From an optimization exercise on the open Yosys and OpenROAD flow, aimed at small area; shortcuts taken in it are not production practice. Function was checked by simulation only, so behaviour that the tests miss may differ from the original. The clock port is modelled as an ideal driver; clocking choices that lean on that would not hold on a real chip. Power figures rest on the tool's default switching activity, not on a simulated workload.

==> flow/design.v <==
`timescale 1ns / 1ps
module bin_counter(input clk, reset, enable, output reg [1:0] count);
reg [2:0] c5;
wire dtick = c5[2] & ~c5[1];
always @(posedge clk) begin
  if (reset) begin
    c5 <= 3'b111;
    count <= 2'b00;
  end else if (enable) begin
    c5 <= {c5[1:0], ~(c5[2] & c5[1])};
    if (dtick) count <= {count[0], ~count[1]};
  end
end
endmodule
`timescale 1ns / 1ps
module clk_divider(input clk, rst, output tick);
reg [3:0] c16;
wire f = c16[3] ^ c16[2] ^ (c16[2:0] == 3'b000);
always @(posedge clk) begin
  if (rst) c16 <= 4'b0000;
  else c16 <= {c16[2:0], f};
end
assign tick = (c16 == 4'b1101);
endmodule
`timescale 1ns / 1ps
`timescale 1ns / 1ps
`timescale 1ns / 1ps
`timescale 1ns / 1ps
module pushbutton_detect(input clk, rst, en, in, output out);
reg [1:0] run;
reg [1:0] st;
wire newp = in & run[1] & run[0];
wire fresh = ~st[1] & st[0] & ~run[1] & run[0];
always @(posedge clk) begin
  if (rst) begin
    run <= 2'b00;
    st <= 2'b00;
  end else if (en) begin
    run <= {in & ~newp & (run[1] | run[0]), newp | (in & ~run[1] & ~fresh)};
    st <= {~newp & st[0] & ~fresh, newp | (st[0] & ~st[1])};
  end
end
assign out = st[1] & ~st[0];
endmodule
`timescale 1ns / 1ps
module CU(input clk, input rst, input en, input BTNL, input BTNR,
input BTNC, output reg [1:0] window, output reg load);
wire inc = BTNL & ~BTNR;
wire dec = BTNR & ~BTNL;
always @(posedge clk) begin
  if (rst) begin
    window <= 2'b00;
    load <= 1'b0;
  end else if (en) begin
    load <= BTNC;
    if (inc) window <= {window[0], 1'b1};
    else if (dec) window <= {1'b0, window[1]};
  end
end
endmodule
`timescale 1ns / 1ps
module bcd_add_digit(input [3:0] a, input [3:0] b, input ci, output [3:0] r, output co);
wire [4:0] k;
wire [3:0] z;
assign k[0] = ci;
genvar j;
generate for (j = 0; j < 4; j = j + 1) begin : fa
  assign z[j] = a[j] ^ b[j] ^ k[j];
  assign k[j+1] = (a[j] & b[j]) | (k[j] & (a[j] ^ b[j]));
end endgenerate
assign co = k[4];
assign r[0] = z[0];
assign r[1] = z[1] ^ co;
assign r[2] = z[2] ^ (co & ~z[1]);
assign r[3] = z[3] ^ (co & (z[2] | z[1]));
endmodule
module multiplier(
    input  [7:0] MP,
    input  [7:0] MC,
    input clk,
    input rst,
    input load,
    output sign,
    output done,
    output reg [16:0] product
    );
localparam [16:0] ZERO = 17'h06666;
wire [7:0] mc_half;
bin_to_BCD conv(.bin(MC), .bcd(mc_half));
reg [7:0] R;
reg inv;
reg [16:0] S;
wire done_flag = ~inv | R[7];
wire bit_k = R[0] ^ inv;
wire zero_flag = ~|R | (inv & &R);
wire [15:0] Sd = load ? {8'd0, mc_half} : S[15:0];
wire [16:0] S2;
wire [3:0] q0, q1, q2, q3;
bcd_dbl b0(.d(Sd[3:0]), .q(q0));
bcd_dbl b1(.d(Sd[7:4]), .q(q1));
bcd_dbl b2(.d(Sd[11:8]), .q(q2));
bcd_dbl b3(.d(Sd[15:12]), .q(q3));
assign S2 = {q3[3], q3[2:0], q2[3], q2[2:0], q1[3], q1[2:0], q0[3], q0[2:0], load & MC[0]};
wire add = done_flag & bit_k;
wire [16:0] Sa = S & {17{add}};
wire [16:0] sum;
wire c1, c2, c3, c4;
bcd_add_digit a0(.a(product[3:0]),   .b(Sa[3:0]),   .ci(1'b0), .r(sum[3:0]),   .co(c1));
bcd_add_digit a1(.a(product[7:4]),   .b(Sa[7:4]),   .ci(c1),   .r(sum[7:4]),   .co(c2));
bcd_add_digit a2(.a(product[11:8]),  .b(Sa[11:8]),  .ci(c2),   .r(sum[11:8]),  .co(c3));
bcd_add_digit a3(.a(product[15:12]), .b(Sa[15:12]), .ci(c3),   .r(sum[15:12]), .co(c4));
assign sum[16] = product[16] | Sa[16] | c4;
always @(posedge clk) begin
  if (rst | load) product <= ZERO;
  else product <= sum;
end
always @(posedge clk) begin
  if (rst) begin
    R[7] <= 1'b0;
    inv <= 1'b1;
  end else if (load) begin
    R[7] <= MP[7];
    inv <= 1'b0;
  end else begin
    inv <= inv | (R[7] & R[0]);
  end
end
always @(posedge clk) begin
  if (load) R[6:0] <= MP[6:0];
  else R[6:0] <= R[7:1];
  S <= S2;
end
assign sign = (MC[7] ^ MP[7]) & (product != ZERO);
assign done = zero_flag & done_flag;
endmodule
`timescale 1ns / 1ps
module bcd_dbl(input [3:0] d, output [3:0] q);
assign q[0] = (d[3] & ~d[0]) | (~d[3] & ~d[2] & d[0]) | (d[2] & d[1] & ~d[0]);
assign q[1] = (d[3] & ~d[0]) | (~d[2] & d[1]) | (d[1] & d[0]);
assign q[2] = (d[3] & d[0]) | (d[2] & ~d[1] & ~d[0]);
assign q[3] = (d[2] & d[0]) | (d[2] & d[1]) | d[3];
endmodule
module bin_to_BCD(input [7:0] bin, output [7:0] bcd);
wire s = bin[7];
wire [6:0] a = bin[6:0];
wire [6:0] below;
assign below[0] = 1'b0;
genvar i;
generate for (i = 1; i < 7; i = i + 1) begin : neg
  assign below[i] = below[i-1] | a[i-1];
end endgenerate
wire [6:1] m = a[6:1] ^ ({6{s}} & below[6:1]);
wire big = s & ~|a;
wire [3:0] o1, o2, o3;
bcd_dbl d1(.d({1'b0, m[6:4]}), .q(o1));
bcd_dbl d2(.d({o1[2:0], m[3]}), .q(o2));
bcd_dbl d3(.d({o2[2:0], m[2]}), .q(o3));
assign bcd[3:0] = {o3[2:0], m[1]} | {1'b0, big, 2'b00};
assign bcd[7:4] = {1'b0, o1[3], o2[3], o3[3]} | {1'b0, big, big, 1'b0};
endmodule
`timescale 1ns / 1ps
module BCD_to_7seg(input [3:0] d, output [6:0] segments);
assign segments[0] = (~d[3] & d[1]) | (d[2] & ~d[1] & d[0]);
assign segments[1] = (~d[3] & d[0]) | (~d[2] & ~d[1]) | (~d[1] & d[0]);
assign segments[2] = d[0] | (~d[2] & d[1]);
assign segments[3] = (~d[3] & d[0]) | (~d[2] & d[1] & ~d[0]) | (d[2] & ~d[1] & d[0]);
assign segments[4] = (~d[2] & ~d[1] & ~d[0]) | (~d[3] & ~d[2]);
assign segments[5] = (~d[2] & d[1] & d[0]) | (d[2] & ~d[1] & ~d[0]) | (~d[3] & ~d[2]);
assign segments[6] = (~d[2] & d[1] & ~d[0]) | (~d[3] & d[0]);
endmodule
`timescale 1ns / 1ps
module Top_module(input clk, input rst, input BTNC, input BTNL, input BTNR, input [7:0] MP,input [7:0] MC, output  done, output [6:0] segments, output [3:0]anode_active);
wire tick;
clk_divider div(.clk(clk), .rst(rst), .tick(tick));
wire bcenter, bleft, bright;
pushbutton_detect center_pb(.clk(clk), .rst(rst), .en(tick), .in(BTNC), .out(bcenter));
pushbutton_detect right_pb (.clk(clk), .rst(rst), .en(tick), .in(BTNR), .out(bright));
pushbutton_detect left_pb  (.clk(clk), .rst(rst), .en(tick), .in(BTNL), .out(bleft));
wire load;
wire [1:0] w;
CU control(.clk(clk), .rst(rst), .en(tick), .BTNL(bleft), .BTNR(bright), .BTNC(bcenter), .window(w), .load(load));
wire [16:0] p;
wire sign;
multiplier multiply(.MP(MP), .MC(MC), .clk(clk), .rst(rst), .load(load), .sign(sign), .done(done), .product(p));
wire [1:0] c;
bin_counter counter(.clk(clk), .reset(rst), .enable(tick), .count(c));
wire cd0 = ~c[1] & ~c[0], cd1 = ~c[1] & c[0], cd2 = c[1] & c[0], c3 = c[1] & ~c[0];
wire wd0 = ~w[0], wd1 = w[0] & ~w[1], wd2 = w[1];
wire s0 = wd0 & cd0;
wire s1 = (wd0 & cd1) | (wd1 & cd0);
wire s2 = (wd0 & cd2) | (wd1 & cd1) | (wd2 & cd0);
wire s3 = (wd1 & cd2) | (wd2 & cd1);
wire s4 = wd2 & cd2;
wire [3:0] num;
assign num[3] = (s0 & p[3]) | (s1 & p[7]) | (s2 & p[11]) | (s3 & p[15]);
assign num[2] = (s0 & p[2]) | (s1 & p[6]) | (s2 & p[10]) | (s3 & p[14]) | s4;
assign num[1] = (s0 & p[1]) | (s1 & p[5]) | (s2 & p[9])  | (s3 & p[13]) | s4 | (c3 & ~sign);
assign num[0] = (s0 & p[0]) | (s1 & p[4]) | (s2 & p[8])  | (s3 & p[12]) | (s4 & p[16]) | c3;
BCD_to_7seg segment(.d(num), .segments(segments));
assign anode_active = ~({4{done}} & {c3 & sign, cd2, cd1, cd0});
endmodule
==> flow/flow/run.sh <==
#!/bin/bash
set -euo pipefail
here=$(pwd)

# 1. standard synthesis with the stronger ABC scripts, twelve runs, four at a
# time: trial s uses script ${script[s]} with seed ${seed[s]}
script=(a a a a b b b b c c c c)
seed=(0 1 2 3 0 4 5 6 0 7 8 9)
for batch in "0 1 2 3" "4 5 6 7" "8 9 10 11"; do
  for s in $batch; do
    d="$here/trial$s"
    rm -rf "$d"; mkdir -p "$d"
    cp -r "$FLOW_HOME/scripts" "$d/scripts"
    sed "s/@SEED@/${seed[s]}/" "$here/flow/abc_${script[s]}.script" > "$d/scripts/abc_area.script"
    sed "s#WORK_HOME=[^ ]*#WORK_HOME=$d/orfs#" "$here/standard.sh" > "$d/standard.sh"
    (SCRIPTS_DIR="$d/scripts" bash "$d/standard.sh" synth > "$here/synth_trial$s.log" 2>&1) &
  done
  wait
done
best=""; bestarea=""
for s in 0 1 2 3 4 5 6 7 8 9 10 11; do
  f="$here/trial$s/orfs/reports/sky130hd/Top_module/base/synth_stat.txt"
  [[ -s "$here/trial$s/orfs/results/sky130hd/Top_module/base/1_synth.odb" ]] || continue
  a=$(awk '/Chip area for module/ {print $NF}' "$f" | tail -1)
  echo "trial $s (script ${script[s]}, seed ${seed[s]}): synthesized area $a" >> "$here/synth_pick.log"
  if [[ -z "$best" ]] || awk -v a="$a" -v b="$bestarea" 'BEGIN{exit !(a < b)}'; then
    best=$s; bestarea=$a
  fi
done
[[ -n "$best" ]]
echo "kept trial $best ($bestarea)" >> "$here/synth_pick.log"
rm -rf "$here/orfs"
mv "$here/trial$best/orfs" "$here/orfs"
for s in 0 1 2 3 4 5 6 7 8 9 10 11; do rm -rf "$here/trial$s"; done

# 2. and 3. the rest of the standard flow's layout
export BUFFER_PORTS_ARGS="-buffer_cell sky130_fd_sc_hd__buf_1"
export POST_CTS_TCL="$here/flow/post_cts.tcl"
cts="-sink_clustering_enable -repair_clock_nets -dont_use_dummy_load"
CTS_ARGS="$cts -buf_list sky130_fd_sc_hd__clkbuf_4 -root_buf sky130_fd_sc_hd__clkbuf_4" \
  bash standard.sh finish > "$here/layout.log" 2>&1
res="$here/orfs/results/sky130hd/Top_module/base"
slew=$(RES="$res" openroad -no_init -exit "$here/flow/clkslew.tcl" 2>&1 | tee "$here/clkslew.log" | awk '/^CLKSLEW/ {print $2}') || slew=""
if [[ -z "$slew" ]] || awk -v s="$slew" 'BEGIN{exit !(s > 120)}'; then
  echo "clock pin slew ${slew:-unknown} ps: clock tree again with clkbuf_8" >> "$here/clkslew.log"
  rm -f "$res"/4_* "$res"/5_* "$res"/6_* "$here/out/final.def"
  unset POST_CTS_TCL
  CTS_ARGS="$cts -buf_list sky130_fd_sc_hd__clkbuf_8 -root_buf sky130_fd_sc_hd__clkbuf_8" \
    bash standard.sh finish > "$here/layout_clkbuf8.log" 2>&1
  RES="$res" openroad -no_init -exit "$here/flow/clkslew.tcl" >> "$here/clkslew.log" 2>&1 || true
fi
test -s "$here/out/final.def"
==> flow/flow/abc_a.script <==
strash
&get -n
&deepsyn -T 150 -S @SEED@
&dch -f
&nf -R 1000 -p -a
&put
topo
stime -c
==> flow/flow/abc_b.script <==
strash
&get -n
&deepsyn -T 150 -S @SEED@
&dch -f
&nf -R 1000 -p -a -E 10
&put
topo
stime -c
==> flow/flow/abc_c.script <==
strash
&get -n
&deepsyn -T 150 -S @SEED@
&dc2
&dch -f
&nf -R 1000 -p -a
&put
topo
stime -c
==> flow/flow/clkslew.tcl <==
# Largest slew at the flip-flop clock pins of the final layout, in ps: per pin
# the largest of its early and late slews on either edge, with the parasitics
# ORFS extracted.
set platform $::env(FLOW_HOME)/platforms/sky130hd
read_lef $platform/lef/sky130_fd_sc_hd.tlef
read_lef $platform/lef/sky130_fd_sc_hd_merged.lef
read_liberty $platform/lib/sky130_fd_sc_hd__tt_025C_1v80.lib
read_db $::env(RES)/6_final.odb
read_sdc $::env(RES)/6_final.sdc
read_spef $::env(RES)/6_final.spef
set_propagated_clock [all_clocks]
set worst 0
foreach pin [all_registers -clock_pins -edge_triggered] {
  foreach edge {rise fall} {
    foreach analysis {min max} {
      set s [sta::time_ui_sta [get_property $pin slew_${analysis}_$edge]]
      set worst [expr {max($worst, $s * 1e12)}]
    }
  }
}
puts "CLKSLEW $worst"
==> flow/flow/post_cts.tcl <==
estimate_parasitics -placement
set bigger 0
foreach inst [get_cells -filter "ref_name==sky130_fd_sc_hd__clkbuf_4"] {
  set net [get_nets -of_objects [get_pins -of_objects $inst -filter "direction==output"]]
  set worst 0
  set flops 0
  foreach pin [get_pins -of_objects $net -filter "direction==input"] {
    if {[get_property $pin name] ne "CLK"} { continue }
    incr flops
    foreach edge {rise fall} {
      foreach a {min max} {
        set worst [expr {max($worst, [sta::time_ui_sta [get_property $pin slew_${a}_$edge]] * 1e12)}]
      }
    }
  }
  if {$flops > 0 && $worst > 110} {
    replace_cell $inst sky130_fd_sc_hd__clkbuf_8
    incr bigger
    puts "post_cts: [get_full_name $inst] clock pin slew [format %.1f $worst] ps, now clkbuf_8"
  }
}
if {$bigger > 0} {
  detailed_placement
  estimate_parasitics -placement
}
==> flow/standard.sh <==
#!/bin/bash
# synth_recipe.tcl (not shown) runs the flow's synth.tcl, then flattens the netlist and writes it again
# the make line also repeats each setting of config.mk as NAME=value (left out here)
make -C /OpenROAD-flow-scripts/flow DESIGN_CONFIG=/design/flow/config.mk WORK_HOME=/design/flow/orfs CLKGATE_MAP_FILE= SYNTH_SCRIPT=/design/flow/synth_recipe.tcl "${@:-finish}"
==> flow/config.mk <==
export PLATFORM = sky130hd
export DESIGN_NAME = Top_module
export DESIGN_NICKNAME = Top_module
export VERILOG_FILES = /design/flow/design.v
export SDC_FILE = /design/flow/constraint.sdc
export NUM_CORES = 4
export LEC_CHECK = 0
export ABC_AREA = 1
export CAP_MARGIN = 10
export CORE_MARGIN = 2
export CORE_UTILIZATION = 70
export GPL_TIMING_DRIVEN = 0
export SLEW_MARGIN = 10
==> flow/constraint.sdc <==
create_clock -name core_clock -period 15.0 [get_ports {clk}]
set_input_delay 3.0000 -clock core_clock [delete_from_list [all_inputs] [get_ports {clk}]]
set_output_delay 3.0000 -clock core_clock [all_outputs]
set_load 0.01 [all_outputs]
==> summary.txt <==
## layout make-up
class / count / share of cell area (%)
flip-flops and latches: 67 / 36.4
repair buffers: 32 / 3.26
inverters: 26 / 2.65
multi-input cells: 312 / 53.5
well taps: 67 / 2.27
clock buffers: 9 / 2.00
## cells by family after synthesis
logic type | count (synthesis) | share of synthesized area, %
XOR/XNOR | 7 | 1.80
multiplexers | 7 | 2.27
buffers and inverters | 26 | 2.86
flip-flops | 67 | 39.3
adder cells (fa/ha/maj) | 22 | 11.4
AND/OR/NAND/NOR | 163 | 23.1
AO/OA/AOI/OAI | 113 | 19.2
## Yosys cell counts, drive strengths merged
master	instances	area, sq um
a31oi	2	12.5
dfxtp	67	1340
o31ai	2	15.0
nor2	37	139
or2	2	12.5
nor4	2	12.5
o211ai	3	22.5
o21a	4	30.0
a21oi	47	235
nand2	52	195
a21boi	4	30.0
clkinv	26	97.6
nand2b	11	68.8
o21bai	4	30.0
nand4	7	43.8
and3	5	31.3
o21ai	30	150
nand3	7	35.0
a22oi	8	60.1
or3	3	18.8
nor2b	7	43.8
or4b	1	10.0
a2111oi	1	8.76
nor4b	2	17.5
mux2i	1	10.0
fa	15	300
a41oi	1	8.76
nor3	9	45.0
o22ai	4	25.0
a21bo	1	10.0
ha	7	87.6
o221ai	1	8.76
xnor2	3	26.3
nor3b	2	15.0
and2	15	93.8
mux2	6	67.6
nand3b	1	7.51
a22o	1	8.76
xor2	4	35.0
## flip-flops by register name, indices dropped and copies added (netlist names)
register	flops
center_pb.run	2
center_pb.st	2
control.load	1
control.window	2
counter.c5	3
counter.count	2
div.c16	4
left_pb.run	2
left_pb.st	2
multiply.R	8
multiply.S	17
multiply.inv	1
multiply.product	17
right_pb.run	2
right_pb.st	2
## power by group through the flow
| stage | Sequential [uW] | Clock, uW | Combinational (uW) |
|---|---|---|---|
| after global routing | 221 | 92.7 | 73.6 |
| after global placement | 221 | 0 | 59.4 |
| final | 218 | 83.7 | 63.4 |
| after detailed placement | 222 | 0 | 62.5 |
| after floorplan | 217 | 0 | 50.1 |
## routing by layer
metal	global-route usage, %	vias up	wire length, microns
li1	-	1495	-
met1	34.9	1359	3210
met2	43.6	72	3080
met3	7.00	8	284
met4	8.69	0	65
met5	0	-	0
## worst max-delay path by stage
stage                 startpoint                   end  slack, ns  depth (start not counted)
floorplan                  MC[7]           segments[3]       7.66                          8
global placement           MC[7]           segments[3]       7.26                          9
detailed placement         MC[7]           segments[3]       7.21                         10
global route        multiply.inv  multiply.product[15]       6.82                         29
finish                     MC[7]           segments[3]       7.19                          9
## per-stage QoR
| stage | utilization [%] | instances | area (sq um) |
|---|---|---|---|
| floorplan | - | 405 | 3410 |
| global placement | 76.5 | 504 | 3610 |
| detailed placement | 76.5 | 504 | 3610 |
| global route | 78.1 | 513 | 3690 |
| finish | 78.1 | 513 | 3690 |
## worst max-delay path: stages
cell,delay (ns)
buf_1,0.41
o21ai_0,0.15
a21oi_1,0.21
a41oi_1,0.07
a21oi_1,0.35
o21ai_0,0.17
and2_0,0.18
nand2b_1,0.14
buf_1,0.12
==> summary.txt <==
----------------------------------------------------
[Worst setup path]
  Critical path peak fanout ... 13
  Category of the worst setup path launch point ... input port
  Reg-to-reg setup timing slack ... 7.33 ns
  Category of the critical setup timing path ... in2out
  Arrival time reported for the critical path endpoint ... 4.81 ns
  Capturing point of the worst reg2reg path ... multiply.product[15]
  Number of cells traversed by the worst register-to-register path ... 29
  Type of element capturing the critical path ... primary output
  Required time at the worst-slack endpoint ... 12.00 ns
  Reg-to-reg startpoint ... multiply.inv

[Synth]
  Post-Syn Area per Cell ... 8.42 sq um
  Yosys warnings ... 5
  Post-synthesis instance area ... 0.00341 sq mm
  Share of synthesized area occupied by flip-flops and latches ... 39.3%
  Number of synthesized register bits ... 67
  Nets in the synthesized netlist ... 448
  Gate count after technology mapping ... 405
  Yosys cell types ... 39

[Route]
  Router iterations before antenna repair ... 5
  Number of DRC violations after detailed-routing iteration 0 ... 196
  Post-detailed-routing wire length ... 6.64 mm
  DRC ... 0
  Ratio of routed vias to standard cells ... 5.72
  Total via count in the routed design ... 2934
  Wirelength per Cell ... 12.9 microns
  Count of antenna-violating nets left after detailed routing ... 0

[Floorplan]
  Y dimension of the die ... 73.8 microns
  Number of rows in the core area ... 25
  Initial standard-cell utilization of the core ... 72.2%
  Die Width ... 73.8 microns
  Ports ... 33
  Floorplan die area ... 0.00545 sq mm
  Area of the core region ... 0.00472 sq mm

[Worst hold path]
  Hold Path Depth ... 2
  Worst hold start ... counter.c5[1]
  Worst min-delay path class ... reg2reg
  Hold-critical path endpoint ... counter.c5[1]

[Global routing]
  Via count of the first global-routing pass ... 2665
  Pin count of the biggest net entering global routing ... 33
  Antenna violations before repair ... 0
  Combined global-route utilization of all metal layers ... 26.8%
  Total overflow reported by the global router ... 0
  First-pass GRT wire length ... 11.3 mm

[Clock tree]
  Latest clock arrival within the worst-skew pair ... 0.40 ns
  CTS clk-pin slew, worst paths ... 0.10 ns
  CTS tree ... built
  Clock sink count ... 67

[Timing]
  Final setup margin ... 7.19 ns
  Setup_tns ... 0 ns
  Final Hold Vio Count ... 0
  Setup repair after global routing missed its margin ... false
  Slew at the pin closest to its max-slew limit ... 1.16 ns
  # setup viols final ... 0
  Max Clk Rate ... 128 MHz
  Rel. slew slack ... 22.8%
  Number of slew-limit violations in the final report ... 0
  Post-layout minimum cycle time ... 7.81 ns
  Clock skew ... 0.0313 ns
  Hold Worst Slack ... 0.460 ns
  Final Cycle Share ... 52.1%

[Power]
  Switching component of the power ... 105 uW
  Portion of total power attributed to combinational logic ... 17.4%
  Largest voltage drop on the vdd net ... 0.0919 mV
  Sequential Power Share ... 59.7%
  P_leak ... 0.00144 uW
  P_int ... 260 uW
  Part of the power in the clock network ... 22.9%
  Total power ... 365 uW
  Pwr/cell area ... 99.1 mW/mm^2
  Switching fraction of total power ... 28.7%

[Run]
  Count of max-cap constraint violations ... 0

[Status]
  Outcome ... complete, no violations

[Placed design]
  Port Buffer Count ... 32
  Last weighted congestion value of the routability-driven placer ... 0.871
  Worst setup timing slack at the placement stage ... 7.21 ns
  Hpwl dp ... 5.08 mm

[Finish]
  Commonest non-fill, non-tap cells in the layout ... 67 x dfxtp_1, 52 x nand2_1, 47 x a21oi_1, 37 x nor2_1, 32 x buf_1
  Total area of multi-input combinational cells ... 0.00197 sq mm
  Area taken by flip-flops and latches ... 0.00134 sq mm
  Number of inserted diodes ... 0
  Total number of nets in the final design ... 491
  Fill cells ... 335
  Fraction of layout cells with a size suffix above 1 ... 2.02%
  Most common library cell in the layout ignoring fill and taps ... dfxtp_1
  Relative area change from synthesis to final layout ... 8.14%

----------------------------------------------------

==> static timing again, ports no longer ideal <==
No port has a modelled driver above. Below, the same layout with a new extraction and two added sets of constraints. Step 1, drivers: a clkbuf_16 drives clk and a buf_2 each remaining input, both assumed. Step 2, shift: input delay + t, output delay - t, t = (earliest + latest rising clock arrival at the registers) / 2. This alone moves slack from input paths to output paths. Three values: ideal, step 1, step 2; two values: the first two.
shift t [ns]: 0.413
setup WS [ns]: 7.190 / 7.167 / 7.167
worst hold slack (ns): 0.460 / 0.460 / 0.460
slew at the worst register clock pin (ns): 0.10 / 0.10
After both steps setup and hold are still met in this run. For this run, drivers alone change the setup slack by -0.023 ns; drivers and shift together by -0.023 ns.
